Context: an optimization exercise on an open-source flow, tuned for small area and a short achievable clock period. The choices shown serve that exercise and are no tape-out recipe. Only simulation tests tie the RTL to the original design; equivalence was not proved. Power is estimated from default activity; no workload was simulated.

`design/flow/design.v`:
```
`timescale 1ns/1ps
module half_adder(input a,b,output sum,carry);
  assign sum = a ^ b;
  assign carry = a & b;
endmodule
`timescale 1ns/1ps
module full_adder( output sum,carry, input a,b,c);
  wire w1, w2, w3;
  half_adder HA1(.a(a), .b(b), .sum(w1), .carry(w2));
  half_adder HA2(.a(w1), .b(c), .sum(sum), .carry(w3));
  or or1(carry, w2, w3);
endmodule
`timescale 1ns/1ps
module RCA_16bit(output cout, output [15:0] sum, input [15:0] a, b);
    wire [14:0] c;
    full_adder F0(.a(a[0]), .b(b[0]), .c(1'b0), .sum(sum[0]), .carry(c[0]));
    full_adder F1(.a(a[1]), .b(b[1]), .c(c[0]), .sum(sum[1]), .carry(c[1]));
    full_adder F2(.a(a[2]), .b(b[2]), .c(c[1]), .sum(sum[2]), .carry(c[2]));
    full_adder F3(.a(a[3]), .b(b[3]), .c(c[2]), .sum(sum[3]), .carry(c[3]));
    full_adder F4(.a(a[4]), .b(b[4]), .c(c[3]), .sum(sum[4]), .carry(c[4]));
    full_adder F5(.a(a[5]), .b(b[5]), .c(c[4]), .sum(sum[5]), .carry(c[5]));
    full_adder F6(.a(a[6]), .b(b[6]), .c(c[5]), .sum(sum[6]), .carry(c[6]));
    full_adder F7(.a(a[7]), .b(b[7]), .c(c[6]), .sum(sum[7]), .carry(c[7]));
    full_adder F8(.a(a[8]), .b(b[8]), .c(c[7]), .sum(sum[8]), .carry(c[8]));
    full_adder F9(.a(a[9]), .b(b[9]), .c(c[8]), .sum(sum[9]), .carry(c[9]));
    full_adder F10(.a(a[10]), .b(b[10]), .c(c[9]), .sum(sum[10]), .carry(c[10]));
    full_adder F11(.a(a[11]), .b(b[11]), .c(c[10]), .sum(sum[11]), .carry(c[11]));
    full_adder F12(.a(a[12]), .b(b[12]), .c(c[11]), .sum(sum[12]), .carry(c[12]));
    full_adder F13(.a(a[13]), .b(b[13]), .c(c[12]), .sum(sum[13]), .carry(c[13]));
    full_adder F14(.a(a[14]), .b(b[14]), .c(c[13]), .sum(sum[14]), .carry(c[14]));
    full_adder F15(.a(a[15]), .b(b[15]), .c(c[14]), .sum(sum[15]), .carry(cout));
endmodule
`timescale 1ns/1ps
module d_ff(input clk,input [15:0]d,output reg [15:0]q);
  always@(posedge clk)
      q<=d;       
endmodule         
`timescale 1ns / 1ps
module Braun_Multiplier(
    input [7:0] a, b,
    output [15:0] p
);
    wire [15:0] sum_0, sum_1, sum_2, sum_3, sum_4, sum_5, sum_6, sum_7;
    wire [7:0] partial_product[7:0];
    genvar i, j;
    generate
        for (i = 0; i < 8; i = i + 1) begin
            for (j = 0; j < 8; j = j + 1) begin
                assign partial_product[i][j] = a[i] & b[j];   
            end
        end
    endgenerate
    assign sum_0 = {8'b0, partial_product[0]};
    assign sum_1 = {partial_product[1], 1'b0} + sum_0;
    assign sum_2 = {partial_product[2], 2'b0} + sum_1;
    assign sum_3 = {partial_product[3], 3'b0} + sum_2;
    assign sum_4 = {partial_product[4], 4'b0} + sum_3;
    assign sum_5 = {partial_product[5], 5'b0} + sum_4;
    assign sum_6 = {partial_product[6], 6'b0} + sum_5;
    assign sum_7 = {partial_product[7], 7'b0} + sum_6;
    assign p = sum_7;
endmodule
module FIR_Top(input clk, input [7:0] Xin, H0, H1, H2, output reg [15:0] Yout);
  reg [15:0] Q1;
  reg [15:0] Q2;
  wire a1 = ~(Xin[0] & H2[0]);
  wire a2 = ~(Xin[0] & H2[1]);
  wire a3 = ~(Xin[0] & H2[2]);
  wire a4 = ~(Xin[0] & H2[3]);
  wire a5 = ~(Xin[0] & H2[4]);
  wire a6 = ~(Xin[0] & H2[5]);
  wire a7 = ~(Xin[0] & H2[6]);
  wire a8 = ~(Xin[0] & H2[7]);
  wire a9 = ~(Xin[1] & H2[0]);
  wire a10 = ~(Xin[1] & H2[1]);
  wire a11 = ~(Xin[1] & H2[2]);
  wire a12 = ~(Xin[1] & H2[3]);
  wire a13 = ~(Xin[1] & H2[4]);
  wire a14 = ~(Xin[1] & H2[5]);
  wire a15 = ~(Xin[1] & H2[6]);
  wire a16 = ~(Xin[1] & H2[7]);
  wire a17 = ~(Xin[2] & H2[0]);
  wire a18 = ~(Xin[2] & H2[1]);
  wire a19 = ~(Xin[2] & H2[2]);
  wire a20 = ~(Xin[2] & H2[3]);
  wire a21 = ~(Xin[2] & H2[4]);
  wire a22 = ~(Xin[2] & H2[5]);
  wire a23 = ~(Xin[2] & H2[6]);
  wire a24 = ~(Xin[2] & H2[7]);
  wire a25 = ~(Xin[3] & H2[0]);
  wire a26 = ~(Xin[3] & H2[1]);
  wire a27 = ~(Xin[3] & H2[2]);
  wire a28 = ~(Xin[3] & H2[3]);
  wire a29 = ~(Xin[3] & H2[4]);
  wire a30 = ~(Xin[3] & H2[5]);
  wire a31 = ~(Xin[3] & H2[6]);
  wire a32 = ~(Xin[3] & H2[7]);
  wire a33 = ~(Xin[4] & H2[0]);
  wire a34 = ~(Xin[4] & H2[1]);
  wire a35 = ~(Xin[4] & H2[2]);
  wire a36 = ~(Xin[4] & H2[3]);
  wire a37 = ~(Xin[4] & H2[4]);
  wire a38 = ~(Xin[4] & H2[5]);
  wire a39 = ~(Xin[4] & H2[6]);
  wire a40 = ~(Xin[4] & H2[7]);
  wire a41 = ~(Xin[5] & H2[0]);
  wire a42 = ~(Xin[5] & H2[1]);
  wire a43 = ~(Xin[5] & H2[2]);
  wire a44 = ~(Xin[5] & H2[3]);
  wire a45 = ~(Xin[5] & H2[4]);
  wire a46 = ~(Xin[5] & H2[5]);
  wire a47 = ~(Xin[5] & H2[6]);
  wire a48 = ~(Xin[5] & H2[7]);
  wire a49 = ~(Xin[6] & H2[0]);
  wire a50 = ~(Xin[6] & H2[1]);
  wire a51 = ~(Xin[6] & H2[2]);
  wire a52 = ~(Xin[6] & H2[3]);
  wire a53 = ~(Xin[6] & H2[4]);
  wire a54 = ~(Xin[6] & H2[5]);
  wire a55 = ~(Xin[6] & H2[6]);
  wire a56 = ~(Xin[6] & H2[7]);
  wire a57 = ~(Xin[7] & H2[0]);
  wire a58 = ~(Xin[7] & H2[1]);
  wire a59 = ~(Xin[7] & H2[2]);
  wire a60 = ~(Xin[7] & H2[3]);
  wire a61 = ~(Xin[7] & H2[4]);
  wire a62 = ~(Xin[7] & H2[5]);
  wire a63 = ~(Xin[7] & H2[6]);
  wire a64 = ~(Xin[7] & H2[7]);
  wire s65;
  fir_xnor2 u65 (.a(a7), .b(a14), .y(s65));
  wire c66;
  fir_or2 u66 (.a(a7), .b(a14), .y(c66));
  wire s67, c67;
  fir_fa u67 (.a(a8), .b(a15), .c(a22), .s(s67), .co(c67));
  wire s68;
  fir_xnor2 u68 (.a(a29), .b(a36), .y(s68));
  wire c69;
  fir_or2 u69 (.a(a29), .b(a36), .y(c69));
  wire s70, c70;
  fir_fa u70 (.a(a16), .b(a23), .c(a30), .s(s70), .co(c70));
  wire s71;
  fir_xnor2 u71 (.a(a37), .b(a44), .y(s71));
  wire c72;
  fir_or2 u72 (.a(a37), .b(a44), .y(c72));
  wire s73, c73;
  fir_fa u73 (.a(a24), .b(a31), .c(a38), .s(s73), .co(c73));
  wire s74;
  fir_xnor2 u74 (.a(a5), .b(a12), .y(s74));
  wire c75;
  fir_or2 u75 (.a(a5), .b(a12), .y(c75));
  wire s76, c76;
  fir_fa u76 (.a(a6), .b(a13), .c(a20), .s(s76), .co(c76));
  wire s77;
  fir_xnor2 u77 (.a(a27), .b(a34), .y(s77));
  wire c78;
  fir_or2 u78 (.a(a27), .b(a34), .y(c78));
  wire s79, c79;
  fir_fa u79 (.a(a21), .b(a28), .c(a35), .s(s79), .co(c79));
  wire s80, c80;
  fir_fa u80 (.a(a42), .b(a49), .c(s65), .s(s80), .co(c80));
  wire s81, c81;
  fir_fa u81 (.a(a43), .b(a50), .c(a57), .s(s81), .co(c81));
  wire s82, c82;
  fir_fa u82 (.a(c66), .b(s68), .c(s67), .s(s82), .co(c82));
  wire s83, c83;
  fir_fa u83 (.a(a51), .b(a58), .c(c69), .s(s83), .co(c83));
  wire s84, c84;
  fir_fa u84 (.a(s71), .b(c67), .c(s70), .s(s84), .co(c84));
  wire s85, c85;
  fir_fa u85 (.a(a45), .b(a52), .c(a59), .s(s85), .co(c85));
  wire s86, c86;
  fir_fa u86 (.a(c72), .b(c70), .c(s73), .s(s86), .co(c86));
  wire s87, c87;
  fir_fa u87 (.a(a32), .b(a39), .c(a46), .s(s87), .co(c87));
  wire s88, c88;
  fir_fa u88 (.a(a53), .b(a60), .c(c73), .s(s88), .co(c88));
  wire s89, c89;
  fir_fa u89 (.a(a40), .b(a47), .c(a54), .s(s89), .co(c89));
  wire s90;
  fir_xnor2 u90 (.a(a4), .b(a11), .y(s90));
  wire c91;
  fir_or2 u91 (.a(a4), .b(a11), .y(c91));
  wire s92, c92;
  fir_fa u92 (.a(a19), .b(a26), .c(a33), .s(s92), .co(c92));
  wire s93, c93;
  fir_fa u93 (.a(a41), .b(c75), .c(s77), .s(s93), .co(c93));
  wire s94, c94;
  fir_fa u94 (.a(c78), .b(c76), .c(s79), .s(s94), .co(c94));
  wire s95, c95;
  fir_fa u95 (.a(c79), .b(s81), .c(c80), .s(s95), .co(c95));
  wire s96, c96;
  fir_fa u96 (.a(c81), .b(s83), .c(c82), .s(s96), .co(c96));
  wire s97, c97;
  fir_fa u97 (.a(s85), .b(c83), .c(c84), .s(s97), .co(c97));
  wire s98, c98;
  fir_fa u98 (.a(c85), .b(s87), .c(c86), .s(s98), .co(c98));
  wire s99, c99;
  fir_fa u99 (.a(a61), .b(c87), .c(s89), .s(s99), .co(c99));
  wire s100, c100;
  fir_fa u100 (.a(a48), .b(a55), .c(a62), .s(s100), .co(c100));
  wire s101;
  fir_xnor2 u101 (.a(a3), .b(a10), .y(s101));
  wire c102;
  fir_or2 u102 (.a(a3), .b(a10), .y(c102));
  wire s103, c103;
  fir_fa u103 (.a(a18), .b(a25), .c(s90), .s(s103), .co(c103));
  wire s104, c104;
  fir_fa u104 (.a(c91), .b(s74), .c(s92), .s(s104), .co(c104));
  wire s105, c105;
  fir_fa u105 (.a(c92), .b(s76), .c(s93), .s(s105), .co(c105));
  wire s106, c106;
  fir_fa u106 (.a(c93), .b(s80), .c(s94), .s(s106), .co(c106));
  wire s107, c107;
  fir_fa u107 (.a(c94), .b(s82), .c(s95), .s(s107), .co(c107));
  wire s108, c108;
  fir_fa u108 (.a(s84), .b(c95), .c(s96), .s(s108), .co(c108));
  wire s109, c109;
  fir_fa u109 (.a(s86), .b(c96), .c(s97), .s(s109), .co(c109));
  wire s110, c110;
  fir_fa u110 (.a(s88), .b(c97), .c(s98), .s(s110), .co(c110));
  wire s111, c111;
  fir_fa u111 (.a(c88), .b(s99), .c(c98), .s(s111), .co(c111));
  wire s112, c112;
  fir_fa u112 (.a(c89), .b(s100), .c(c99), .s(s112), .co(c112));
  wire s113, c113;
  fir_fa u113 (.a(a56), .b(a63), .c(c100), .s(s113), .co(c113));
  wire p114;
  fir_xor2 u114 (.a(a2), .b(a9), .y(p114));
  wire g115;
  fir_nor2 u115 (.a(a2), .b(a9), .y(g115));
  wire p116;
  fir_xor2 u116 (.a(s101), .b(a17), .y(p116));
  wire g117;
  fir_nor2 u117 (.a(s101), .b(a17), .y(g117));
  wire p118;
  fir_xor2 u118 (.a(c102), .b(s103), .y(p118));
  wire g119;
  fir_nor2 u119 (.a(c102), .b(s103), .y(g119));
  wire p120;
  fir_xor2 u120 (.a(c103), .b(s104), .y(p120));
  wire g121;
  fir_nor2 u121 (.a(c103), .b(s104), .y(g121));
  wire p122;
  fir_xor2 u122 (.a(c104), .b(s105), .y(p122));
  wire g123;
  fir_nor2 u123 (.a(c104), .b(s105), .y(g123));
  wire p124;
  fir_xor2 u124 (.a(c105), .b(s106), .y(p124));
  wire g125;
  fir_nor2 u125 (.a(c105), .b(s106), .y(g125));
  wire p126;
  fir_xor2 u126 (.a(c106), .b(s107), .y(p126));
  wire g127;
  fir_nor2 u127 (.a(c106), .b(s107), .y(g127));
  wire p128;
  fir_xor2 u128 (.a(c107), .b(s108), .y(p128));
  wire g129;
  fir_nor2 u129 (.a(c107), .b(s108), .y(g129));
  wire p130;
  fir_xor2 u130 (.a(c108), .b(s109), .y(p130));
  wire g131;
  fir_nor2 u131 (.a(c108), .b(s109), .y(g131));
  wire p132;
  fir_xor2 u132 (.a(c109), .b(s110), .y(p132));
  wire g133;
  fir_nor2 u133 (.a(c109), .b(s110), .y(g133));
  wire p134;
  fir_xor2 u134 (.a(c110), .b(s111), .y(p134));
  wire g135;
  fir_nor2 u135 (.a(c110), .b(s111), .y(g135));
  wire p136;
  fir_xor2 u136 (.a(c111), .b(s112), .y(p136));
  wire g137;
  fir_nor2 u137 (.a(c111), .b(s112), .y(g137));
  wire p138;
  fir_xor2 u138 (.a(c112), .b(s113), .y(p138));
  wire g139;
  fir_nor2 u139 (.a(c112), .b(s113), .y(g139));
  wire p140;
  fir_xor2 u140 (.a(c113), .b(a64), .y(p140));
  wire g141;
  fir_nor2 u141 (.a(c113), .b(a64), .y(g141));
  wire G142 = g115 | (p114 & 1'b0);
  wire P143 = p114 & ~a1;
  wire G144 = g119 | (p118 & g117);
  wire P145 = p118 & p116;
  wire G146 = g123 | (p122 & g121);
  wire P147 = p122 & p120;
  wire G148 = g127 | (p126 & g125);
  wire P149 = p126 & p124;
  wire G150 = g131 | (p130 & g129);
  wire P151 = p130 & p128;
  wire G152 = g135 | (p134 & g133);
  wire P153 = p134 & p132;
  wire G154 = g139 | (p138 & g137);
  wire P155 = p138 & p136;
  wire G156 = 1'b0 | (1'b0 & g141);
  wire P157 = 1'b0 & p140;
  wire G158 = g117 | (p116 & G142);
  wire P159 = p116 & P143;
  wire G160 = G144 | (P145 & G142);
  wire P161 = P145 & P143;
  wire G162 = g125 | (p124 & G146);
  wire P163 = p124 & P147;
  wire G164 = G148 | (P149 & G146);
  wire P165 = P149 & P147;
  wire G166 = g133 | (p132 & G150);
  wire P167 = p132 & P151;
  wire G168 = G152 | (P153 & G150);
  wire P169 = P153 & P151;
  wire G170 = g141 | (p140 & G154);
  wire P171 = p140 & P155;
  wire G172 = G156 | (P157 & G154);
  wire P173 = P157 & P155;
  wire G174 = g121 | (p120 & G160);
  wire P175 = p120 & P161;
  wire G176 = G146 | (P147 & G160);
  wire P177 = P147 & P161;
  wire G178 = G162 | (P163 & G160);
  wire P179 = P163 & P161;
  wire G180 = G164 | (P165 & G160);
  wire P181 = P165 & P161;
  wire G182 = g137 | (p136 & G168);
  wire P183 = p136 & P169;
  wire G184 = G154 | (P155 & G168);
  wire P185 = P155 & P169;
  wire G186 = G170 | (P171 & G168);
  wire P187 = P171 & P169;
  wire G188 = G172 | (P173 & G168);
  wire P189 = P173 & P169;
  wire G190 = g129 | (p128 & G180);
  wire P191 = p128 & P181;
  wire G192 = G150 | (P151 & G180);
  wire P193 = P151 & P181;
  wire G194 = G166 | (P167 & G180);
  wire P195 = P167 & P181;
  wire G196 = G168 | (P169 & G180);
  wire P197 = P169 & P181;
  wire G198 = G182 | (P183 & G180);
  wire P199 = P183 & P181;
  wire G200 = G184 | (P185 & G180);
  wire P201 = P185 & P181;
  wire G202 = G186 | (P187 & G180);
  wire P203 = P187 & P181;
  wire G204 = G188 | (P189 & G180);
  wire P205 = P189 & P181;
  wire y206 = ~(~a1);
  wire y207 = ~(p114);
  wire y208;
  fir_xnor2 u208 (.a(p116), .b(G142), .y(y208));
  wire y209;
  fir_xnor2 u209 (.a(p118), .b(G158), .y(y209));
  wire y210;
  fir_xnor2 u210 (.a(p120), .b(G160), .y(y210));
  wire y211;
  fir_xnor2 u211 (.a(p122), .b(G174), .y(y211));
  wire y212;
  fir_xnor2 u212 (.a(p124), .b(G176), .y(y212));
  wire y213;
  fir_xnor2 u213 (.a(p126), .b(G178), .y(y213));
  wire y214;
  fir_xnor2 u214 (.a(p128), .b(G180), .y(y214));
  wire y215;
  fir_xnor2 u215 (.a(p130), .b(G190), .y(y215));
  wire y216;
  fir_xnor2 u216 (.a(p132), .b(G192), .y(y216));
  wire y217;
  fir_xnor2 u217 (.a(p134), .b(G194), .y(y217));
  wire y218;
  fir_xnor2 u218 (.a(p136), .b(G196), .y(y218));
  wire y219;
  fir_xnor2 u219 (.a(p138), .b(G198), .y(y219));
  wire y220;
  fir_xnor2 u220 (.a(p140), .b(G200), .y(y220));
  wire y221;
  fir_xnor2 u221 (.a(1'b0), .b(G202), .y(y221));
  wire a222 = ~(Xin[0] & H1[0]);
  wire a223 = ~(Xin[0] & H1[1]);
  wire a224 = ~(Xin[0] & H1[2]);
  wire a225 = ~(Xin[0] & H1[3]);
  wire a226 = ~(Xin[0] & H1[4]);
  wire a227 = ~(Xin[0] & H1[5]);
  wire a228 = ~(Xin[0] & H1[6]);
  wire a229 = ~(Xin[0] & H1[7]);
  wire a230 = ~(Xin[1] & H1[0]);
  wire a231 = ~(Xin[1] & H1[1]);
  wire a232 = ~(Xin[1] & H1[2]);
  wire a233 = ~(Xin[1] & H1[3]);
  wire a234 = ~(Xin[1] & H1[4]);
  wire a235 = ~(Xin[1] & H1[5]);
  wire a236 = ~(Xin[1] & H1[6]);
  wire a237 = ~(Xin[1] & H1[7]);
  wire a238 = ~(Xin[2] & H1[0]);
  wire a239 = ~(Xin[2] & H1[1]);
  wire a240 = ~(Xin[2] & H1[2]);
  wire a241 = ~(Xin[2] & H1[3]);
  wire a242 = ~(Xin[2] & H1[4]);
  wire a243 = ~(Xin[2] & H1[5]);
  wire a244 = ~(Xin[2] & H1[6]);
  wire a245 = ~(Xin[2] & H1[7]);
  wire a246 = ~(Xin[3] & H1[0]);
  wire a247 = ~(Xin[3] & H1[1]);
  wire a248 = ~(Xin[3] & H1[2]);
  wire a249 = ~(Xin[3] & H1[3]);
  wire a250 = ~(Xin[3] & H1[4]);
  wire a251 = ~(Xin[3] & H1[5]);
  wire a252 = ~(Xin[3] & H1[6]);
  wire a253 = ~(Xin[3] & H1[7]);
  wire a254 = ~(Xin[4] & H1[0]);
  wire a255 = ~(Xin[4] & H1[1]);
  wire a256 = ~(Xin[4] & H1[2]);
  wire a257 = ~(Xin[4] & H1[3]);
  wire a258 = ~(Xin[4] & H1[4]);
  wire a259 = ~(Xin[4] & H1[5]);
  wire a260 = ~(Xin[4] & H1[6]);
  wire a261 = ~(Xin[4] & H1[7]);
  wire a262 = ~(Xin[5] & H1[0]);
  wire a263 = ~(Xin[5] & H1[1]);
  wire a264 = ~(Xin[5] & H1[2]);
  wire a265 = ~(Xin[5] & H1[3]);
  wire a266 = ~(Xin[5] & H1[4]);
  wire a267 = ~(Xin[5] & H1[5]);
  wire a268 = ~(Xin[5] & H1[6]);
  wire a269 = ~(Xin[5] & H1[7]);
  wire a270 = ~(Xin[6] & H1[0]);
  wire a271 = ~(Xin[6] & H1[1]);
  wire a272 = ~(Xin[6] & H1[2]);
  wire a273 = ~(Xin[6] & H1[3]);
  wire a274 = ~(Xin[6] & H1[4]);
  wire a275 = ~(Xin[6] & H1[5]);
  wire a276 = ~(Xin[6] & H1[6]);
  wire a277 = ~(Xin[6] & H1[7]);
  wire a278 = ~(Xin[7] & H1[0]);
  wire a279 = ~(Xin[7] & H1[1]);
  wire a280 = ~(Xin[7] & H1[2]);
  wire a281 = ~(Xin[7] & H1[3]);
  wire a282 = ~(Xin[7] & H1[4]);
  wire a283 = ~(Xin[7] & H1[5]);
  wire a284 = ~(Xin[7] & H1[6]);
  wire a285 = ~(Xin[7] & H1[7]);
  wire s286;
  fir_xnor2 u286 (.a(Q1[5]), .b(a227), .y(s286));
  wire c287;
  fir_or2 u287 (.a(Q1[5]), .b(a227), .y(c287));
  wire s288, c288;
  fir_fa u288 (.a(Q1[6]), .b(a228), .c(a235), .s(s288), .co(c288));
  wire s289;
  fir_xnor2 u289 (.a(a242), .b(a249), .y(s289));
  wire c290;
  fir_or2 u290 (.a(a242), .b(a249), .y(c290));
  wire s291, c291;
  fir_fa u291 (.a(Q1[7]), .b(a229), .c(a236), .s(s291), .co(c291));
  wire s292, c292;
  fir_fa u292 (.a(a243), .b(a250), .c(a257), .s(s292), .co(c292));
  wire s293;
  fir_xnor2 u293 (.a(a264), .b(a271), .y(s293));
  wire c294;
  fir_or2 u294 (.a(a264), .b(a271), .y(c294));
  wire s295, c295;
  fir_fa u295 (.a(Q1[8]), .b(a237), .c(a244), .s(s295), .co(c295));
  wire s296, c296;
  fir_fa u296 (.a(a251), .b(a258), .c(a265), .s(s296), .co(c296));
  wire s297;
  fir_xnor2 u297 (.a(a272), .b(a279), .y(s297));
  wire c298;
  fir_or2 u298 (.a(a272), .b(a279), .y(c298));
  wire s299, c299;
  fir_fa u299 (.a(Q1[9]), .b(a245), .c(a252), .s(s299), .co(c299));
  wire s300, c300;
  fir_fa u300 (.a(a259), .b(a266), .c(a273), .s(s300), .co(c300));
  wire s301, c301;
  fir_fa u301 (.a(Q1[10]), .b(a253), .c(a260), .s(s301), .co(c301));
  wire s302;
  fir_xnor2 u302 (.a(Q1[3]), .b(a225), .y(s302));
  wire c303;
  fir_or2 u303 (.a(Q1[3]), .b(a225), .y(c303));
  wire s304, c304;
  fir_fa u304 (.a(Q1[4]), .b(a226), .c(a233), .s(s304), .co(c304));
  wire s305;
  fir_xnor2 u305 (.a(a240), .b(a247), .y(s305));
  wire c306;
  fir_or2 u306 (.a(a240), .b(a247), .y(c306));
  wire s307, c307;
  fir_fa u307 (.a(a234), .b(a241), .c(a248), .s(s307), .co(c307));
  wire s308, c308;
  fir_fa u308 (.a(a255), .b(a262), .c(s286), .s(s308), .co(c308));
  wire s309, c309;
  fir_fa u309 (.a(a256), .b(a263), .c(a270), .s(s309), .co(c309));
  wire s310, c310;
  fir_fa u310 (.a(c287), .b(s289), .c(s288), .s(s310), .co(c310));
  wire s311, c311;
  fir_fa u311 (.a(a278), .b(c290), .c(s293), .s(s311), .co(c311));
  wire s312, c312;
  fir_fa u312 (.a(c288), .b(s291), .c(s292), .s(s312), .co(c312));
  wire s313, c313;
  fir_fa u313 (.a(c294), .b(s297), .c(c291), .s(s313), .co(c313));
  wire s314, c314;
  fir_fa u314 (.a(c292), .b(s295), .c(s296), .s(s314), .co(c314));
  wire s315, c315;
  fir_fa u315 (.a(a280), .b(c298), .c(c295), .s(s315), .co(c315));
  wire s316, c316;
  fir_fa u316 (.a(c296), .b(s299), .c(s300), .s(s316), .co(c316));
  wire s317, c317;
  fir_fa u317 (.a(a267), .b(a274), .c(a281), .s(s317), .co(c317));
  wire s318, c318;
  fir_fa u318 (.a(c299), .b(c300), .c(s301), .s(s318), .co(c318));
  wire s319, c319;
  fir_fa u319 (.a(Q1[11]), .b(a261), .c(a268), .s(s319), .co(c319));
  wire s320, c320;
  fir_fa u320 (.a(a275), .b(a282), .c(c301), .s(s320), .co(c320));
  wire s321, c321;
  fir_fa u321 (.a(Q1[12]), .b(a269), .c(a276), .s(s321), .co(c321));
  wire s322;
  fir_xnor2 u322 (.a(Q1[2]), .b(a224), .y(s322));
  wire c323;
  fir_or2 u323 (.a(Q1[2]), .b(a224), .y(c323));
  wire s324, c324;
  fir_fa u324 (.a(a232), .b(a239), .c(a246), .s(s324), .co(c324));
  wire s325, c325;
  fir_fa u325 (.a(a254), .b(c303), .c(s305), .s(s325), .co(c325));
  wire s326, c326;
  fir_fa u326 (.a(c306), .b(c304), .c(s307), .s(s326), .co(c326));
  wire s327, c327;
  fir_fa u327 (.a(c307), .b(s309), .c(c308), .s(s327), .co(c327));
  wire s328, c328;
  fir_fa u328 (.a(c309), .b(s311), .c(c310), .s(s328), .co(c328));
  wire s329, c329;
  fir_fa u329 (.a(c311), .b(c312), .c(s313), .s(s329), .co(c329));
  wire s330, c330;
  fir_fa u330 (.a(c313), .b(c314), .c(s315), .s(s330), .co(c330));
  wire s331, c331;
  fir_fa u331 (.a(s317), .b(c315), .c(c316), .s(s331), .co(c331));
  wire s332, c332;
  fir_fa u332 (.a(c317), .b(s319), .c(c318), .s(s332), .co(c332));
  wire s333, c333;
  fir_fa u333 (.a(a283), .b(c319), .c(s321), .s(s333), .co(c333));
  wire s334, c334;
  fir_fa u334 (.a(Q1[13]), .b(a277), .c(a284), .s(s334), .co(c334));
  wire s335;
  fir_xnor2 u335 (.a(Q1[1]), .b(a223), .y(s335));
  wire c336;
  fir_or2 u336 (.a(Q1[1]), .b(a223), .y(c336));
  wire s337, c337;
  fir_fa u337 (.a(a231), .b(a238), .c(s322), .s(s337), .co(c337));
  wire s338, c338;
  fir_fa u338 (.a(c323), .b(s302), .c(s324), .s(s338), .co(c338));
  wire s339, c339;
  fir_fa u339 (.a(c324), .b(s304), .c(s325), .s(s339), .co(c339));
  wire s340, c340;
  fir_fa u340 (.a(c325), .b(s308), .c(s326), .s(s340), .co(c340));
  wire s341, c341;
  fir_fa u341 (.a(c326), .b(s310), .c(s327), .s(s341), .co(c341));
  wire s342, c342;
  fir_fa u342 (.a(s312), .b(c327), .c(s328), .s(s342), .co(c342));
  wire s343, c343;
  fir_fa u343 (.a(s314), .b(c328), .c(s329), .s(s343), .co(c343));
  wire s344, c344;
  fir_fa u344 (.a(s316), .b(c329), .c(s330), .s(s344), .co(c344));
  wire s345, c345;
  fir_fa u345 (.a(s318), .b(c330), .c(s331), .s(s345), .co(c345));
  wire s346, c346;
  fir_fa u346 (.a(s320), .b(c331), .c(s332), .s(s346), .co(c346));
  wire s347, c347;
  fir_fa u347 (.a(c320), .b(s333), .c(c332), .s(s347), .co(c347));
  wire s348, c348;
  fir_fa u348 (.a(c321), .b(s334), .c(c333), .s(s348), .co(c348));
  wire s349, c349;
  fir_fa u349 (.a(Q1[14]), .b(a285), .c(c334), .s(s349), .co(c349));
  wire p350;
  fir_xor2 u350 (.a(Q1[0]), .b(a222), .y(p350));
  wire g351;
  fir_nor2 u351 (.a(Q1[0]), .b(a222), .y(g351));
  wire p352;
  fir_xor2 u352 (.a(s335), .b(a230), .y(p352));
  wire g353;
  fir_nor2 u353 (.a(s335), .b(a230), .y(g353));
  wire p354;
  fir_xor2 u354 (.a(c336), .b(s337), .y(p354));
  wire g355;
  fir_nor2 u355 (.a(c336), .b(s337), .y(g355));
  wire p356;
  fir_xor2 u356 (.a(c337), .b(s338), .y(p356));
  wire g357;
  fir_nor2 u357 (.a(c337), .b(s338), .y(g357));
  wire p358;
  fir_xor2 u358 (.a(c338), .b(s339), .y(p358));
  wire g359;
  fir_nor2 u359 (.a(c338), .b(s339), .y(g359));
  wire p360;
  fir_xor2 u360 (.a(c339), .b(s340), .y(p360));
  wire g361;
  fir_nor2 u361 (.a(c339), .b(s340), .y(g361));
  wire p362;
  fir_xor2 u362 (.a(c340), .b(s341), .y(p362));
  wire g363;
  fir_nor2 u363 (.a(c340), .b(s341), .y(g363));
  wire p364;
  fir_xor2 u364 (.a(c341), .b(s342), .y(p364));
  wire g365;
  fir_nor2 u365 (.a(c341), .b(s342), .y(g365));
  wire p366;
  fir_xor2 u366 (.a(c342), .b(s343), .y(p366));
  wire g367;
  fir_nor2 u367 (.a(c342), .b(s343), .y(g367));
  wire p368;
  fir_xor2 u368 (.a(c343), .b(s344), .y(p368));
  wire g369;
  fir_nor2 u369 (.a(c343), .b(s344), .y(g369));
  wire p370;
  fir_xor2 u370 (.a(c344), .b(s345), .y(p370));
  wire g371;
  fir_nor2 u371 (.a(c344), .b(s345), .y(g371));
  wire p372;
  fir_xor2 u372 (.a(c345), .b(s346), .y(p372));
  wire g373;
  fir_nor2 u373 (.a(c345), .b(s346), .y(g373));
  wire p374;
  fir_xor2 u374 (.a(c346), .b(s347), .y(p374));
  wire g375;
  fir_nor2 u375 (.a(c346), .b(s347), .y(g375));
  wire p376;
  fir_xor2 u376 (.a(c347), .b(s348), .y(p376));
  wire g377;
  fir_nor2 u377 (.a(c347), .b(s348), .y(g377));
  wire p378;
  fir_xor2 u378 (.a(c348), .b(s349), .y(p378));
  wire g379;
  fir_nor2 u379 (.a(c348), .b(s349), .y(g379));
  wire p380;
  fir_xor2 u380 (.a(c349), .b(Q1[15]), .y(p380));
  wire g381;
  fir_nor2 u381 (.a(c349), .b(Q1[15]), .y(g381));
  wire G382 = g353 | (p352 & g351);
  wire P383 = p352 & p350;
  wire G384 = g357 | (p356 & g355);
  wire P385 = p356 & p354;
  wire G386 = g361 | (p360 & g359);
  wire P387 = p360 & p358;
  wire G388 = g365 | (p364 & g363);
  wire P389 = p364 & p362;
  wire G390 = g369 | (p368 & g367);
  wire P391 = p368 & p366;
  wire G392 = g373 | (p372 & g371);
  wire P393 = p372 & p370;
  wire G394 = g377 | (p376 & g375);
  wire P395 = p376 & p374;
  wire G396 = g381 | (p380 & g379);
  wire P397 = p380 & p378;
  wire G398 = g355 | (p354 & G382);
  wire P399 = p354 & P383;
  wire G400 = G384 | (P385 & G382);
  wire P401 = P385 & P383;
  wire G402 = g363 | (p362 & G386);
  wire P403 = p362 & P387;
  wire G404 = G388 | (P389 & G386);
  wire P405 = P389 & P387;
  wire G406 = g371 | (p370 & G390);
  wire P407 = p370 & P391;
  wire G408 = G392 | (P393 & G390);
  wire P409 = P393 & P391;
  wire G410 = g379 | (p378 & G394);
  wire P411 = p378 & P395;
  wire G412 = G396 | (P397 & G394);
  wire P413 = P397 & P395;
  wire G414 = g359 | (p358 & G400);
  wire P415 = p358 & P401;
  wire G416 = G386 | (P387 & G400);
  wire P417 = P387 & P401;
  wire G418 = G402 | (P403 & G400);
  wire P419 = P403 & P401;
  wire G420 = G404 | (P405 & G400);
  wire P421 = P405 & P401;
  wire G422 = g375 | (p374 & G408);
  wire P423 = p374 & P409;
  wire G424 = G394 | (P395 & G408);
  wire P425 = P395 & P409;
  wire G426 = G410 | (P411 & G408);
  wire P427 = P411 & P409;
  wire G428 = G412 | (P413 & G408);
  wire P429 = P413 & P409;
  wire G430 = g367 | (p366 & G420);
  wire P431 = p366 & P421;
  wire G432 = G390 | (P391 & G420);
  wire P433 = P391 & P421;
  wire G434 = G406 | (P407 & G420);
  wire P435 = P407 & P421;
  wire G436 = G408 | (P409 & G420);
  wire P437 = P409 & P421;
  wire G438 = G422 | (P423 & G420);
  wire P439 = P423 & P421;
  wire G440 = G424 | (P425 & G420);
  wire P441 = P425 & P421;
  wire G442 = G426 | (P427 & G420);
  wire P443 = P427 & P421;
  wire G444 = G428 | (P429 & G420);
  wire P445 = P429 & P421;
  wire y446 = ~(p350);
  wire y447;
  fir_xnor2 u447 (.a(p352), .b(g351), .y(y447));
  wire y448;
  fir_xnor2 u448 (.a(p354), .b(G382), .y(y448));
  wire y449;
  fir_xnor2 u449 (.a(p356), .b(G398), .y(y449));
  wire y450;
  fir_xnor2 u450 (.a(p358), .b(G400), .y(y450));
  wire y451;
  fir_xnor2 u451 (.a(p360), .b(G414), .y(y451));
  wire y452;
  fir_xnor2 u452 (.a(p362), .b(G416), .y(y452));
  wire y453;
  fir_xnor2 u453 (.a(p364), .b(G418), .y(y453));
  wire y454;
  fir_xnor2 u454 (.a(p366), .b(G420), .y(y454));
  wire y455;
  fir_xnor2 u455 (.a(p368), .b(G430), .y(y455));
  wire y456;
  fir_xnor2 u456 (.a(p370), .b(G432), .y(y456));
  wire y457;
  fir_xnor2 u457 (.a(p372), .b(G434), .y(y457));
  wire y458;
  fir_xnor2 u458 (.a(p374), .b(G436), .y(y458));
  wire y459;
  fir_xnor2 u459 (.a(p376), .b(G438), .y(y459));
  wire y460;
  fir_xnor2 u460 (.a(p378), .b(G440), .y(y460));
  wire y461;
  fir_xnor2 u461 (.a(p380), .b(G442), .y(y461));
  wire a462 = ~(Xin[0] & H0[0]);
  wire a463 = ~(Xin[0] & H0[1]);
  wire a464 = ~(Xin[0] & H0[2]);
  wire a465 = ~(Xin[0] & H0[3]);
  wire a466 = ~(Xin[0] & H0[4]);
  wire a467 = ~(Xin[0] & H0[5]);
  wire a468 = ~(Xin[0] & H0[6]);
  wire a469 = ~(Xin[0] & H0[7]);
  wire a470 = ~(Xin[1] & H0[0]);
  wire a471 = ~(Xin[1] & H0[1]);
  wire a472 = ~(Xin[1] & H0[2]);
  wire a473 = ~(Xin[1] & H0[3]);
  wire a474 = ~(Xin[1] & H0[4]);
  wire a475 = ~(Xin[1] & H0[5]);
  wire a476 = ~(Xin[1] & H0[6]);
  wire a477 = ~(Xin[1] & H0[7]);
  wire a478 = ~(Xin[2] & H0[0]);
  wire a479 = ~(Xin[2] & H0[1]);
  wire a480 = ~(Xin[2] & H0[2]);
  wire a481 = ~(Xin[2] & H0[3]);
  wire a482 = ~(Xin[2] & H0[4]);
  wire a483 = ~(Xin[2] & H0[5]);
  wire a484 = ~(Xin[2] & H0[6]);
  wire a485 = ~(Xin[2] & H0[7]);
  wire a486 = ~(Xin[3] & H0[0]);
  wire a487 = ~(Xin[3] & H0[1]);
  wire a488 = ~(Xin[3] & H0[2]);
  wire a489 = ~(Xin[3] & H0[3]);
  wire a490 = ~(Xin[3] & H0[4]);
  wire a491 = ~(Xin[3] & H0[5]);
  wire a492 = ~(Xin[3] & H0[6]);
  wire a493 = ~(Xin[3] & H0[7]);
  wire a494 = ~(Xin[4] & H0[0]);
  wire a495 = ~(Xin[4] & H0[1]);
  wire a496 = ~(Xin[4] & H0[2]);
  wire a497 = ~(Xin[4] & H0[3]);
  wire a498 = ~(Xin[4] & H0[4]);
  wire a499 = ~(Xin[4] & H0[5]);
  wire a500 = ~(Xin[4] & H0[6]);
  wire a501 = ~(Xin[4] & H0[7]);
  wire a502 = ~(Xin[5] & H0[0]);
  wire a503 = ~(Xin[5] & H0[1]);
  wire a504 = ~(Xin[5] & H0[2]);
  wire a505 = ~(Xin[5] & H0[3]);
  wire a506 = ~(Xin[5] & H0[4]);
  wire a507 = ~(Xin[5] & H0[5]);
  wire a508 = ~(Xin[5] & H0[6]);
  wire a509 = ~(Xin[5] & H0[7]);
  wire a510 = ~(Xin[6] & H0[0]);
  wire a511 = ~(Xin[6] & H0[1]);
  wire a512 = ~(Xin[6] & H0[2]);
  wire a513 = ~(Xin[6] & H0[3]);
  wire a514 = ~(Xin[6] & H0[4]);
  wire a515 = ~(Xin[6] & H0[5]);
  wire a516 = ~(Xin[6] & H0[6]);
  wire a517 = ~(Xin[6] & H0[7]);
  wire a518 = ~(Xin[7] & H0[0]);
  wire a519 = ~(Xin[7] & H0[1]);
  wire a520 = ~(Xin[7] & H0[2]);
  wire a521 = ~(Xin[7] & H0[3]);
  wire a522 = ~(Xin[7] & H0[4]);
  wire a523 = ~(Xin[7] & H0[5]);
  wire a524 = ~(Xin[7] & H0[6]);
  wire a525 = ~(Xin[7] & H0[7]);
  wire s526;
  fir_xnor2 u526 (.a(Q2[5]), .b(a467), .y(s526));
  wire c527;
  fir_or2 u527 (.a(Q2[5]), .b(a467), .y(c527));
  wire s528, c528;
  fir_fa u528 (.a(Q2[6]), .b(a468), .c(a475), .s(s528), .co(c528));
  wire s529;
  fir_xnor2 u529 (.a(a482), .b(a489), .y(s529));
  wire c530;
  fir_or2 u530 (.a(a482), .b(a489), .y(c530));
  wire s531, c531;
  fir_fa u531 (.a(Q2[7]), .b(a469), .c(a476), .s(s531), .co(c531));
  wire s532, c532;
  fir_fa u532 (.a(a483), .b(a490), .c(a497), .s(s532), .co(c532));
  wire s533;
  fir_xnor2 u533 (.a(a504), .b(a511), .y(s533));
  wire c534;
  fir_or2 u534 (.a(a504), .b(a511), .y(c534));
  wire s535, c535;
  fir_fa u535 (.a(Q2[8]), .b(a477), .c(a484), .s(s535), .co(c535));
  wire s536, c536;
  fir_fa u536 (.a(a491), .b(a498), .c(a505), .s(s536), .co(c536));
  wire s537;
  fir_xnor2 u537 (.a(a512), .b(a519), .y(s537));
  wire c538;
  fir_or2 u538 (.a(a512), .b(a519), .y(c538));
  wire s539, c539;
  fir_fa u539 (.a(Q2[9]), .b(a485), .c(a492), .s(s539), .co(c539));
  wire s540, c540;
  fir_fa u540 (.a(a499), .b(a506), .c(a513), .s(s540), .co(c540));
  wire s541, c541;
  fir_fa u541 (.a(Q2[10]), .b(a493), .c(a500), .s(s541), .co(c541));
  wire s542;
  fir_xnor2 u542 (.a(Q2[3]), .b(a465), .y(s542));
  wire c543;
  fir_or2 u543 (.a(Q2[3]), .b(a465), .y(c543));
  wire s544, c544;
  fir_fa u544 (.a(Q2[4]), .b(a466), .c(a473), .s(s544), .co(c544));
  wire s545;
  fir_xnor2 u545 (.a(a480), .b(a487), .y(s545));
  wire c546;
  fir_or2 u546 (.a(a480), .b(a487), .y(c546));
  wire s547, c547;
  fir_fa u547 (.a(a474), .b(a481), .c(a488), .s(s547), .co(c547));
  wire s548, c548;
  fir_fa u548 (.a(a495), .b(a502), .c(s526), .s(s548), .co(c548));
  wire s549, c549;
  fir_fa u549 (.a(a496), .b(a503), .c(a510), .s(s549), .co(c549));
  wire s550, c550;
  fir_fa u550 (.a(c527), .b(s529), .c(s528), .s(s550), .co(c550));
  wire s551, c551;
  fir_fa u551 (.a(a518), .b(c530), .c(s533), .s(s551), .co(c551));
  wire s552, c552;
  fir_fa u552 (.a(c528), .b(s531), .c(s532), .s(s552), .co(c552));
  wire s553, c553;
  fir_fa u553 (.a(c534), .b(s537), .c(c531), .s(s553), .co(c553));
  wire s554, c554;
  fir_fa u554 (.a(c532), .b(s535), .c(s536), .s(s554), .co(c554));
  wire s555, c555;
  fir_fa u555 (.a(a520), .b(c538), .c(c535), .s(s555), .co(c555));
  wire s556, c556;
  fir_fa u556 (.a(c536), .b(s539), .c(s540), .s(s556), .co(c556));
  wire s557, c557;
  fir_fa u557 (.a(a507), .b(a514), .c(a521), .s(s557), .co(c557));
  wire s558, c558;
  fir_fa u558 (.a(c539), .b(c540), .c(s541), .s(s558), .co(c558));
  wire s559, c559;
  fir_fa u559 (.a(Q2[11]), .b(a501), .c(a508), .s(s559), .co(c559));
  wire s560, c560;
  fir_fa u560 (.a(a515), .b(a522), .c(c541), .s(s560), .co(c560));
  wire s561, c561;
  fir_fa u561 (.a(Q2[12]), .b(a509), .c(a516), .s(s561), .co(c561));
  wire s562;
  fir_xnor2 u562 (.a(Q2[2]), .b(a464), .y(s562));
  wire c563;
  fir_or2 u563 (.a(Q2[2]), .b(a464), .y(c563));
  wire s564, c564;
  fir_fa u564 (.a(a472), .b(a479), .c(a486), .s(s564), .co(c564));
  wire s565, c565;
  fir_fa u565 (.a(a494), .b(c543), .c(s545), .s(s565), .co(c565));
  wire s566, c566;
  fir_fa u566 (.a(c546), .b(c544), .c(s547), .s(s566), .co(c566));
  wire s567, c567;
  fir_fa u567 (.a(c547), .b(s549), .c(c548), .s(s567), .co(c567));
  wire s568, c568;
  fir_fa u568 (.a(c549), .b(s551), .c(c550), .s(s568), .co(c568));
  wire s569, c569;
  fir_fa u569 (.a(c551), .b(c552), .c(s553), .s(s569), .co(c569));
  wire s570, c570;
  fir_fa u570 (.a(c553), .b(c554), .c(s555), .s(s570), .co(c570));
  wire s571, c571;
  fir_fa u571 (.a(s557), .b(c555), .c(c556), .s(s571), .co(c571));
  wire s572, c572;
  fir_fa u572 (.a(c557), .b(s559), .c(c558), .s(s572), .co(c572));
  wire s573, c573;
  fir_fa u573 (.a(a523), .b(c559), .c(s561), .s(s573), .co(c573));
  wire s574, c574;
  fir_fa u574 (.a(Q2[13]), .b(a517), .c(a524), .s(s574), .co(c574));
  wire s575;
  fir_xnor2 u575 (.a(Q2[1]), .b(a463), .y(s575));
  wire c576;
  fir_or2 u576 (.a(Q2[1]), .b(a463), .y(c576));
  wire s577, c577;
  fir_fa u577 (.a(a471), .b(a478), .c(s562), .s(s577), .co(c577));
  wire s578, c578;
  fir_fa u578 (.a(c563), .b(s542), .c(s564), .s(s578), .co(c578));
  wire s579, c579;
  fir_fa u579 (.a(c564), .b(s544), .c(s565), .s(s579), .co(c579));
  wire s580, c580;
  fir_fa u580 (.a(c565), .b(s548), .c(s566), .s(s580), .co(c580));
  wire s581, c581;
  fir_fa u581 (.a(c566), .b(s550), .c(s567), .s(s581), .co(c581));
  wire s582, c582;
  fir_fa u582 (.a(s552), .b(c567), .c(s568), .s(s582), .co(c582));
  wire s583, c583;
  fir_fa u583 (.a(s554), .b(c568), .c(s569), .s(s583), .co(c583));
  wire s584, c584;
  fir_fa u584 (.a(s556), .b(c569), .c(s570), .s(s584), .co(c584));
  wire s585, c585;
  fir_fa u585 (.a(s558), .b(c570), .c(s571), .s(s585), .co(c585));
  wire s586, c586;
  fir_fa u586 (.a(s560), .b(c571), .c(s572), .s(s586), .co(c586));
  wire s587, c587;
  fir_fa u587 (.a(c560), .b(s573), .c(c572), .s(s587), .co(c587));
  wire s588, c588;
  fir_fa u588 (.a(c561), .b(s574), .c(c573), .s(s588), .co(c588));
  wire s589, c589;
  fir_fa u589 (.a(Q2[14]), .b(a525), .c(c574), .s(s589), .co(c589));
  wire p590;
  fir_xor2 u590 (.a(Q2[0]), .b(a462), .y(p590));
  wire g591;
  fir_nor2 u591 (.a(Q2[0]), .b(a462), .y(g591));
  wire p592;
  fir_xor2 u592 (.a(s575), .b(a470), .y(p592));
  wire g593;
  fir_nor2 u593 (.a(s575), .b(a470), .y(g593));
  wire p594;
  fir_xor2 u594 (.a(c576), .b(s577), .y(p594));
  wire g595;
  fir_nor2 u595 (.a(c576), .b(s577), .y(g595));
  wire p596;
  fir_xor2 u596 (.a(c577), .b(s578), .y(p596));
  wire g597;
  fir_nor2 u597 (.a(c577), .b(s578), .y(g597));
  wire p598;
  fir_xor2 u598 (.a(c578), .b(s579), .y(p598));
  wire g599;
  fir_nor2 u599 (.a(c578), .b(s579), .y(g599));
  wire p600;
  fir_xor2 u600 (.a(c579), .b(s580), .y(p600));
  wire g601;
  fir_nor2 u601 (.a(c579), .b(s580), .y(g601));
  wire p602;
  fir_xor2 u602 (.a(c580), .b(s581), .y(p602));
  wire g603;
  fir_nor2 u603 (.a(c580), .b(s581), .y(g603));
  wire p604;
  fir_xor2 u604 (.a(c581), .b(s582), .y(p604));
  wire g605;
  fir_nor2 u605 (.a(c581), .b(s582), .y(g605));
  wire p606;
  fir_xor2 u606 (.a(c582), .b(s583), .y(p606));
  wire g607;
  fir_nor2 u607 (.a(c582), .b(s583), .y(g607));
  wire p608;
  fir_xor2 u608 (.a(c583), .b(s584), .y(p608));
  wire g609;
  fir_nor2 u609 (.a(c583), .b(s584), .y(g609));
  wire p610;
  fir_xor2 u610 (.a(c584), .b(s585), .y(p610));
  wire g611;
  fir_nor2 u611 (.a(c584), .b(s585), .y(g611));
  wire p612;
  fir_xor2 u612 (.a(c585), .b(s586), .y(p612));
  wire g613;
  fir_nor2 u613 (.a(c585), .b(s586), .y(g613));
  wire p614;
  fir_xor2 u614 (.a(c586), .b(s587), .y(p614));
  wire g615;
  fir_nor2 u615 (.a(c586), .b(s587), .y(g615));
  wire p616;
  fir_xor2 u616 (.a(c587), .b(s588), .y(p616));
  wire g617;
  fir_nor2 u617 (.a(c587), .b(s588), .y(g617));
  wire p618;
  fir_xor2 u618 (.a(c588), .b(s589), .y(p618));
  wire g619;
  fir_nor2 u619 (.a(c588), .b(s589), .y(g619));
  wire p620;
  fir_xor2 u620 (.a(c589), .b(Q2[15]), .y(p620));
  wire g621;
  fir_nor2 u621 (.a(c589), .b(Q2[15]), .y(g621));
  wire G622 = g593 | (p592 & g591);
  wire P623 = p592 & p590;
  wire G624 = g597 | (p596 & g595);
  wire P625 = p596 & p594;
  wire G626 = g601 | (p600 & g599);
  wire P627 = p600 & p598;
  wire G628 = g605 | (p604 & g603);
  wire P629 = p604 & p602;
  wire G630 = g609 | (p608 & g607);
  wire P631 = p608 & p606;
  wire G632 = g613 | (p612 & g611);
  wire P633 = p612 & p610;
  wire G634 = g617 | (p616 & g615);
  wire P635 = p616 & p614;
  wire G636 = g621 | (p620 & g619);
  wire P637 = p620 & p618;
  wire G638 = g595 | (p594 & G622);
  wire P639 = p594 & P623;
  wire G640 = G624 | (P625 & G622);
  wire P641 = P625 & P623;
  wire G642 = g603 | (p602 & G626);
  wire P643 = p602 & P627;
  wire G644 = G628 | (P629 & G626);
  wire P645 = P629 & P627;
  wire G646 = g611 | (p610 & G630);
  wire P647 = p610 & P631;
  wire G648 = G632 | (P633 & G630);
  wire P649 = P633 & P631;
  wire G650 = g619 | (p618 & G634);
  wire P651 = p618 & P635;
  wire G652 = G636 | (P637 & G634);
  wire P653 = P637 & P635;
  wire G654 = g599 | (p598 & G640);
  wire P655 = p598 & P641;
  wire G656 = G626 | (P627 & G640);
  wire P657 = P627 & P641;
  wire G658 = G642 | (P643 & G640);
  wire P659 = P643 & P641;
  wire G660 = G644 | (P645 & G640);
  wire P661 = P645 & P641;
  wire G662 = g615 | (p614 & G648);
  wire P663 = p614 & P649;
  wire G664 = G634 | (P635 & G648);
  wire P665 = P635 & P649;
  wire G666 = G650 | (P651 & G648);
  wire P667 = P651 & P649;
  wire G668 = G652 | (P653 & G648);
  wire P669 = P653 & P649;
  wire G670 = g607 | (p606 & G660);
  wire P671 = p606 & P661;
  wire G672 = G630 | (P631 & G660);
  wire P673 = P631 & P661;
  wire G674 = G646 | (P647 & G660);
  wire P675 = P647 & P661;
  wire G676 = G648 | (P649 & G660);
  wire P677 = P649 & P661;
  wire G678 = G662 | (P663 & G660);
  wire P679 = P663 & P661;
  wire G680 = G664 | (P665 & G660);
  wire P681 = P665 & P661;
  wire G682 = G666 | (P667 & G660);
  wire P683 = P667 & P661;
  wire G684 = G668 | (P669 & G660);
  wire P685 = P669 & P661;
  wire y686 = (p590);
  wire y687;
  fir_xor2 u687 (.a(p592), .b(g591), .y(y687));
  wire y688;
  fir_xor2 u688 (.a(p594), .b(G622), .y(y688));
  wire y689;
  fir_xor2 u689 (.a(p596), .b(G638), .y(y689));
  wire y690;
  fir_xor2 u690 (.a(p598), .b(G640), .y(y690));
  wire y691;
  fir_xor2 u691 (.a(p600), .b(G654), .y(y691));
  wire y692;
  fir_xor2 u692 (.a(p602), .b(G656), .y(y692));
  wire y693;
  fir_xor2 u693 (.a(p604), .b(G658), .y(y693));
  wire y694;
  fir_xor2 u694 (.a(p606), .b(G660), .y(y694));
  wire y695;
  fir_xor2 u695 (.a(p608), .b(G670), .y(y695));
  wire y696;
  fir_xor2 u696 (.a(p610), .b(G672), .y(y696));
  wire y697;
  fir_xor2 u697 (.a(p612), .b(G674), .y(y697));
  wire y698;
  fir_xor2 u698 (.a(p614), .b(G676), .y(y698));
  wire y699;
  fir_xor2 u699 (.a(p616), .b(G678), .y(y699));
  wire y700;
  fir_xor2 u700 (.a(p618), .b(G680), .y(y700));
  wire y701;
  fir_xor2 u701 (.a(p620), .b(G682), .y(y701));
  always @(posedge clk) begin
    Q1 <= {y221, y220, y219, y218, y217, y216, y215, y214, y213, y212, y211, y210, y209, y208, y207, y206};
    Q2 <= {y461, y460, y459, y458, y457, y456, y455, y454, y453, y452, y451, y450, y449, y448, y447, y446};
    Yout <= {y701, y700, y699, y698, y697, y696, y695, y694, y693, y692, y691, y690, y689, y688, y687, y686};
  end
endmodule
module fir_fa(input a, b, c, output s, co);
  assign s = a ^ b ^ c;
  assign co = (a & b) | (a & c) | (b & c);
endmodule
module fir_nor2(input a, b, output y);
  assign y = ~(a | b);
endmodule
module fir_or2(input a, b, output y);
  assign y = a | b;
endmodule
module fir_xnor2(input a, b, output y);
  assign y = ~(a ^ b);
endmodule
module fir_xor2(input a, b, output y);
  assign y = a ^ b;
endmodule
```
`design/flow/constraint.sdc`:
```
create_clock -name core_clock -period 9.5 [get_ports {clk}]
set_input_delay 1.9000 -clock core_clock [delete_from_list [all_inputs] [get_ports {clk}]]
set_output_delay 1.9000 -clock core_clock [all_outputs]
set_load 0.01 [all_outputs]
```
`design/flow/run.sh`:
```
#!/bin/bash
# synth_recipe.tcl (not shown) runs the flow's synth.tcl, then flattens the netlist and writes it again
# the make line also repeats each setting of config.mk as NAME=value (left out here)
make -C /OpenROAD-flow-scripts/flow DESIGN_CONFIG=/design/flow/config.mk WORK_HOME=/design/flow/orfs CLKGATE_MAP_FILE= SYNTH_SCRIPT=/design/flow/synth_recipe.tcl finish
```
`design/flow/config.mk`:
```
export PLATFORM = sky130hd
export DESIGN_NAME = FIR_Top
export DESIGN_NICKNAME = FIR_Top
export VERILOG_FILES = /design/flow/design.v
export SDC_FILE = /design/flow/constraint.sdc
export NUM_CORES = 4
export LEC_CHECK = 0
export CAP_MARGIN = 20
export CORE_MARGIN = 2
export CORE_UTILIZATION = 60
export SETUP_SLACK_MARGIN = 4.2
export SLEW_MARGIN = 20
export SYNTH_HIERARCHICAL = 1
export SYNTH_MINIMUM_KEEP_SIZE = 0
export TNS_END_PERCENT = 0
```
==> impl_metrics.tcl, run 1 <==
set metrics [dict create \
    status "no timing/DRC/antenna violations" \
    grt_start_max_net_pins 25 \
    hold_depth 1 \
    synthesis.nets 870 \
    dieArea_um2 11600 \
    portBuffers 48 \
    cts.sinks 48 \
    initial_core_util_pct 62.1 \
    path_depth 14 \
    first_pass_iters 4 \
    path_class "in -> reg" \
    post-route-period-util_pct 54.4 \
    synthToLayoutAreaGrowth_pct 11.5 \
    place_hpwl_um 9800 \
    path_clk_slew_ns 0.10 \
    final_cells 863 \
    hold_viol 0 \
    yosysTopAreaCell "fa_1" \
    ant_nets 0 \
    busiest_layer "met2" \
    cts_buffers 5 \
    cts_tree "done" \
    syn_area_um2 6470 \
    setup_viol_count_final 0 \
    max_cap_viol_count 0 \
    drive_above_1_share_pct 7.57 \
    gr-usage-all-layers_pct 25.4 \
    drc 0 \
    grtUsageMet3_pct 3.27 \
    overflow 0 \
    cts-hold-fix-buffers 0 \
    htreeDepth 2 \
    grt_pass1_vias 5013 \
    fin_skew_ns 0.00630 \
    pwr_density_cell_nw_per_um2 383 \
    nNetsFinal 890 \
    max_stage_delay_ns 0.52 \
    ys_ff_latch 48 \
    path_cells "dlygate4sd2_1 -> buf_12 -> nand2_1 -> fa_1 -> fa_1 -> fa_1 -> fa_1 -> xor2_1 -> o21a_1 -> nor3_1 -> nor2_1 -> o31ai_2 -> a21oi_1 -> xor2_1" \
    critPathBufInv 2 \
    die_h_um 108 \
    grt_pass1_wl_um 23400 \
    met1_usage_pct 37.0 \
    crit_arrival_ns 5.42 \
    maxSlewViolCount 0 \
    critical_path.top_delay_family "adder cells" \
    setup.worst_path.start_class "input port" \
    io_pins 49 \
    routed_wl_um 12900 \
    worstSetupEndpointType "register" \
    antenna_cells 0 \
    cpMostUsedCell "fa_1" \
    preCtsSetupSlack_ns 2.92 \
    gp_congestion 0.836 \
    ir_worst_vdd_mv 0.404 \
    place_inst 852 \
    grt_antenna_before_repair 0 \
    worst_slack_ns 4.33 \
    via_per_inst 5.44 \
    min_path_type "reg -> reg" \
    clk_latency_ns 0.31 \
    min_period_ns 5.17 \
    row_count 37 \
    critPathMaxFanout 12 \
    ys_warn_count 7 \
    rr_worst_depth 11 \
    clock-root-buffer "clkbuf_8" \
    clock_path_buffers 2 \
    synth_cell_type_count 31 \
    use_met2_pct 41.9 \
    synth_top_area_share_pct 40.5 \
    die_width_um 108 \
    core_um2 10400 \
    avgSynthCellArea_um2 9.16 \
    dr_total_vias 4699 \
    drtIter0Drc 262 \
    yosysSeqAreaShare_pct 14.9 \
    cp_slowest_cell "fa_1" \
    p_leak_uw 0.00278 \
    finalSetupTns_ns 0 \
    wl_per_cell_um 15.0 \
    yosys-top-cells-area "fa_1, dfxtp_1, nand2_1" \
    cp_data_required_time_ns 9.75 \
    syn_inst 706 \
    fmax_ghz 0.193 \
    rsz0062_at_grt "yes" \
]
## state kept, by name (all words and copies together), names as in the netlist
register	count
Q1	16
Q2	16
Yout	16
## cell usage after synthesis
master and number:
nand3_1 9, buf_1 16, nand4_1 2, clkbuf_1 24
a21bo_2 2, o21a_1 3, or2_1 24, nand2b_1 2
xnor2_1 52, a21oi_1 18, nand2_1 199, or3_4 2
conb_1 1, fa_1 131, o21ai_1 1, nor3_1 7
dfxtp_1 48, nor2_1 56, a211oi_2 1, o2111ai_1 1
inv_1 2, o21ai_0 6, nor2b_1 4, a21oi_4 2
xor2_1 61, and4_4 2, o21bai_1 3, o31ai_1 2
a21oi_2 2, a31o_2 1, a21o_1 22
## modules after synthesis, one instance, submodules excluded
module / cells inside / copies in the design / flip-flops and latches / area, um2
FIR_Top: 395 / 1 / 48 / 2550
fir_xnor2: 1 / 52 / 0 / 8.76
fir_or2: 1 / 23 / 0 / 6.26
fir_fa: 1 / 131 / 0 / 20.0
fir_nor2: 1 / 44 / 0 / 3.75
fir_xor2: 1 / 61 / 0 / 8.76
## metrics by stage
stage / hold slack, ns / total power (uW) / utilization, % / instance area, um2
2_1_floorplan: 0.428 / 2120 / - / 6470
3_3_place_gp: 0.446 / 2470 / 67.0 / 6980
3_5_place_dp: 0.459 / 2510 / 67.0 / 6980
4_1_cts: 0.481 / 2750 / 69.2 / 7210
5_1_grt: 0.513 / 3070 / 69.2 / 7210
6_report: 0.478 / 2760 / 69.2 / 7210
## power breakdown
part	internal, uW	switching (uW)	total (uW)
combinational	1040	1170	2220
sequential	341	48.2	389
clock	78.1	76.6	155
total	1460	1300	2760
## layer usage
| layer | vias up | wire [um] |
|---|---|---|
| met4 | 0 | 59 |
| met2 | 125 | 6340 |
| met1 | 2352 | 5770 |
| met5 | - | 0 |
| li1 | 2217 | - |
| met3 | 5 | 769 |
## worst register-to-register path, cell delays in order, from the launching register on
cell,delay [ns]
dfxtp_1,0.33
fa_1,0.50
fa_1,0.45
fa_1,0.50
fa_1,0.58
xor2_2,0.25
o21a_1,0.20
nor3_1,0.05
nor2_1,0.14
o31ai_2,0.11
a21oi_1,0.20
xor2_1,0.14
## area by class of cell
type	instances	area, um2
multi-input cells	616	5420
fillers	839	3210
flip-flops and latches	48	961
repair buffers	53	537
well taps	136	170
clock buffers	5	68.8
clock inverters	3	42.5
inverters	2	7.51
## path summary, 6_finish.rpt
check	start	endpoint	slack [ns]
max	Xin[6]	Yout[14]$_DFF_P_	4.33
min	Q2[0]$_DFF_P_	Yout[0]$_DFF_P_	0.48
max reg2reg	Q2[8]$_DFF_P_	Yout[14]$_DFF_P_	5.98
min reg2reg	Q2[0]$_DFF_P_	Yout[0]$_DFF_P_	0.48
## timing repair
action / 4_1_cts / 5_1_grt
setup buffers: 0 / 1
gates cloned: 2 / 0
gates resized for setup: 80 / 31
endpoints found under the setup margin: 28 / 17
pin swaps: 3 / 2
## cells by family (layout without fill, tap and decap cells)
logic type                 after synthesis  in the layout  share of synthesized area (%)
AOI/OAI and AO/OA                       64             64                           6.96
xor gates and xnor gates               113            113                           15.3
adders and majority gates              131            131                           40.5
buffers and inverters                   42             63                           2.44
DFF                                     48             48                           14.9
other                                    1              1                         0.0580
and+or+nand+nor                        307            307                           19.8
## cells in the final DEF, fill, tap and decap left out, drive strengths merged, types with 4 or more instances in the layout
cell,n
a21o,22
clkbuf,15
nand3,9
nor3,7
clkdlybuf4s50,17
dlygate4sd2,9
nor2,56
xnor2,52
nor2b,4
fa,131
a21oi,22
nand2,199
dfxtp,48
buf,9
xor2,61
o21ai,7
or2,24
==> run 2, diff against run 1 <==
--- a/design/flow/config.mk
+++ b/design/flow/config.mk
@@ -7,9 +7,8 @@
 export LEC_CHECK = 0
 export CAP_MARGIN = 20
 export CORE_MARGIN = 2
-export CORE_UTILIZATION = 60
-export SETUP_SLACK_MARGIN = 4.2
+export CORE_UTILIZATION = 40
+export SETUP_SLACK_MARGIN = 3.5
 export SLEW_MARGIN = 20
 export SYNTH_HIERARCHICAL = 1
 export SYNTH_MINIMUM_KEEP_SIZE = 0
-export TNS_END_PERCENT = 0
==> run 2 against run 1 <==
Effect of this change: combinational power decreased by 5%; critical endpoint is now Yout[15]$_DFF_P_; synthesized cell count unchanged; still clean; non-clock buffer count decreased by 3; via count decreased by 0.87%; largest power group unchanged; maximum frequency decreased by 9.4%; sequential power about the same.
==> impl_metrics.tcl, run 2 <==
set metrics [dict create \
    syn_inst 706 \
    avgSynthCellArea_um2 9.16 \
    seqCellArea_um2 961 \
    setup.worst_path.start_class "input port" \
    nNetsFinal 887 \
    final_cell_mix "nand2_1, fa_1, xor2_1" \
    cts_tree "done" \
    rr_worst_depth 10 \
    cpMostUsedCell "fa_1" \
    grt_antenna_before_repair 0 \
    worstHoldEndpoint "Yout[0]$_DFF_P_" \
    synthToLayoutAreaGrowth_pct 11.4 \
    first_pass_iters 4 \
    cts-hold-fix-buffers 0 \
    final_common_cell "nand2_1" \
    hold_viol 0 \
    synth_edf_count 0 \
    critical_path.top_delay_family "adder cells" \
    setup_viol_count_final 0 \
    min_period_ns 5.71 \
    cp_data_required_time_ns 9.67 \
    r2r_start "Q1[8]$_DFF_P_" \
    dieArea_um2 17200 \
    die_h_um 131 \
    synthesis.nets 870 \
    via_per_inst 4.96 \
    ys_ff_latch 48 \
    critPathMaxFanout 8 \
    grt_pass1_wl_um 23100 \
    yosys-top-cells-area "fa_1, dfxtp_1, nand2_1" \
    path_cells "clkdlybuf4s50_1 -> nand2_1 -> fa_1 -> fa_1 -> fa_1 -> fa_1 -> xor2_1 -> a21oi_1 -> o21ai_0 -> o31ai_1 -> a21oi_1 -> xor2_1" \
    post-route-period-util_pct 60.1 \
    status "no timing/DRC/antenna violations" \
    slew_headroom_pct 58.3 \
    cp_slowest_cell "clkdlybuf4s50_1" \
    fin_skew_ns 0.00384 \
    routed_wl_um 12800 \
    fmax_ghz 0.175 \
    drtIter0Drc 238 \
    crit_arrival_ns 5.88 \
    ant_nets 0 \
    initial_core_util_pct 40.9 \
    overflow 0 \
    clock_path_buffers 2 \
    portBuffers 48 \
    max_stage_delay_ns 0.68 \
    cts_buffers 5 \
    drive_above_1_share_pct 3.73 \
    die_width_um 131 \
    synth_flop_cell "dfxtp_1" \
    timing.rr.end "Q2[15]$_DFF_P_" \
    reg_top3 "Q1 x16, Q2 x16, Yout x16" \
    multi_input_area_um2 5350 \
    worstMarginPinSlew_ns 0.625 \
    preCtsSetupSlack_ns 2.90 \
    p_leak_uw 0.00268 \
    drc 0 \
    grt_start_max_net_pins 25 \
    ys_warn_count 7 \
    syn_area_um2 6470 \
    max_cap_viol_count 0 \
    gp_congestion 0.796 \
    clk_latency_ns 0.29 \
    htreeDepth 2 \
    place_hpwl_um 10100 \
    yosysTopAreaCell "fa_1" \
    path_clk_slew_ns 0.07 \
    clock-root-buffer "clkbuf_16" \
    cts.sinks 48 \
    pwr_density_cell_nw_per_um2 370 \
    path_class "in -> reg" \
    rsz0062_at_grt "no" \
    dr_total_vias 4658 \
    io_pins 49 \
    ir_worst_vdd_mv 0.198 \
    hold_depth 1 \
    worst_slack_ns 3.79 \
    row_count 46 \
    core_um2 15800 \
    synth_common_cells "nand2_1, fa_1, xor2_1, nor2_1, xnor2_1" \
    gr-usage-all-layers_pct 16.1 \
    yosysMostFrequentCell "nand2_1" \
    grt_pass1_vias 4863 \
    critPathBufInv 1 \
    num-fill-cells 1531 \
    hold_path_startpoint "Q2[0]$_DFF_P_" \
    reg2reg_slack_ns 5.90 \
    synth_top_area_share_pct 40.5 \
    min_path_type "reg -> reg" \
    synthArstFlopShare_pct 0 \
    post_cts_buffers 0 \
    antenna_cells 0 \
    yosysSeqAreaShare_pct 14.9 \
    synth_cell_type_count 31 \
    worstSetupEndpointType "register" \
    wl_per_cell_um 13.7 \
    maxSlewViolCount 0 \
    finalSetupTns_ns 0 \
]
[run 2: cell types whose count changed in the layout (fill, tap and decap cells not counted), sizes merged]
| cell | delta |
|---|---|
| dlygate4sd2 | -9 |
| clkinv | -1 |
| clkdlybuf4s50 | +25 |
| bufinv | -1 |
| clkbuf | -2 |
| buf | -7 |
| dlymetal6s2s | -3 |
| bufbuf | -2 |
| clkdlybuf4s15 | -2 |
| clkdlybuf4s18 | -1 |
[run 2: layout make-up]
type / instances / share of cell area [%]
multi-input cells: 616 / 74.3
flip-flops and latches: 48 / 13.3
repair buffers: 50 / 6.46
well taps: 216 / 3.75
clock buffers: 7 / 1.98
clock inverters: 1 / 0.104
inverters: 2 / 0.104
[run 2: what timing repair did]
action                                  CTS  global route
gates resized for setup                   9             9
endpoints found under the setup margin   15            14
endpoints found under the hold margin     0             0
[run 2: worst max path at each step]
stage | start | to | slack (ns) | cells past startpoint
2_1_floorplan | Xin[0] | Yout[10]$_DFF_P_ | 4.21 | 12
3_3_place_gp | Xin[1] | Yout[15]$_DFF_P_ | 3.04 | 12
3_5_place_dp | Xin[3] | Q2[15]$_DFF_P_ | 2.90 | 12
4_1_cts | Xin[4] | Yout[15]$_DFF_P_ | 3.51 | 12
5_1_grt | H1[5] | Q2[14]$_DFF_P_ | 3.56 | 12
6_report | H0[5] | Yout[15]$_DFF_P_ | 3.79 | 12
[run 2: cells by family after synthesis]
group	share of synthesized area (%)
AND/OR/NAND/NOR	19.8
AO/OA/AOI/OAI	6.96
XOR/XNOR	15.3
other	0.0580
flip-flops	14.9
adder cells (fa/ha/maj)	40.5
buffers and inverters	2.44
[run 2: per-module statistics from Yosys (local to each module, per instance)]
module | cells inside | flops+latches
fir_nor2 | 1 | 0
FIR_Top | 395 | 48
fir_xnor2 | 1 | 0
fir_or2 | 1 | 0
fir_xor2 | 1 | 0
fir_fa | 1 | 0
[run 2: stage by stage]
stage	total power (uW)	utilization (%)	cell area [um2]	cells	hold WS (ns)
floorplan	2120	-	6470	706	0.428
global placement	2480	44.8	7080	932	0.443
detailed placement	2500	44.8	7080	932	0.452
CTS	2710	45.7	7230	940	0.461
global route	2980	45.5	7200	940	0.480
finish	2670	45.5	7200	940	0.460
[run 2: metal layers]
layer  part of all wire [%]  routed length, um  global-route usage (%)  vias up
li1                       -                  -                       -     2218
met1                     44               5710                    22.1     2323
met2                     49               6340                    27.3      115
met3                    5.8                744                    2.82        2
met4                   0.27                 35                    2.48        0
met5                      0                  0                       0        -
[run 2: worst reg2reg max path, delay by kind of cell, from the launching register on]
| family | cells | cell delay [ns] |
|---|---|---|
| fa+ha+maj | 4 | 1.92 |
| compound gates | 4 | 0.85 |
| xor+xnor | 2 | 0.40 |
| flops | 1 | 0.32 |
[run 2: where the power goes]
| group | switching [uW] | leakage, uW | internal (uW) |
|---|---|---|---|
| logic | 1110 | 0.00221 | 988 |
| registers | 46.5 | 0.000405 | 341 |
| clock network | 78.0 | 0.0000701 | 105 |
| total | 1230 | 0.00268 | 1430 |

==> re-timing with driven ports <==
In the flow no input, the clock included, has a driving cell. The finished layouts below were timed again as built, in two steps.
Step 1: set_driving_cell puts a clkbuf_16 on clk and a buf_2 on each other input, an assumption about the parent block.
Step 2, shift: input delay + t, output delay - t, t = (earliest + latest rising clock arrival at the registers) / 2. This alone moves slack from input paths to output paths.
Three values: no drivers, after step 1, after step 2; two values: the first two.
run | shift t [ns] | setup slack, ns | worst hold slack (ns) | worst setup path at the end
run 1 | 0.341 | 4.332 / 4.341 / 4.001 | 0.478 / 0.478 / 0.478 | input to register
run 2 | 0.326 | 3.795 / 3.810 / 3.484 | 0.460 / 0.460 / 0.460 | input to register
After both steps every run listed still meets setup and hold. The setup slack of run 1, which loses most, moves by +0.009 ns with the drivers and by -0.331 ns with both steps.
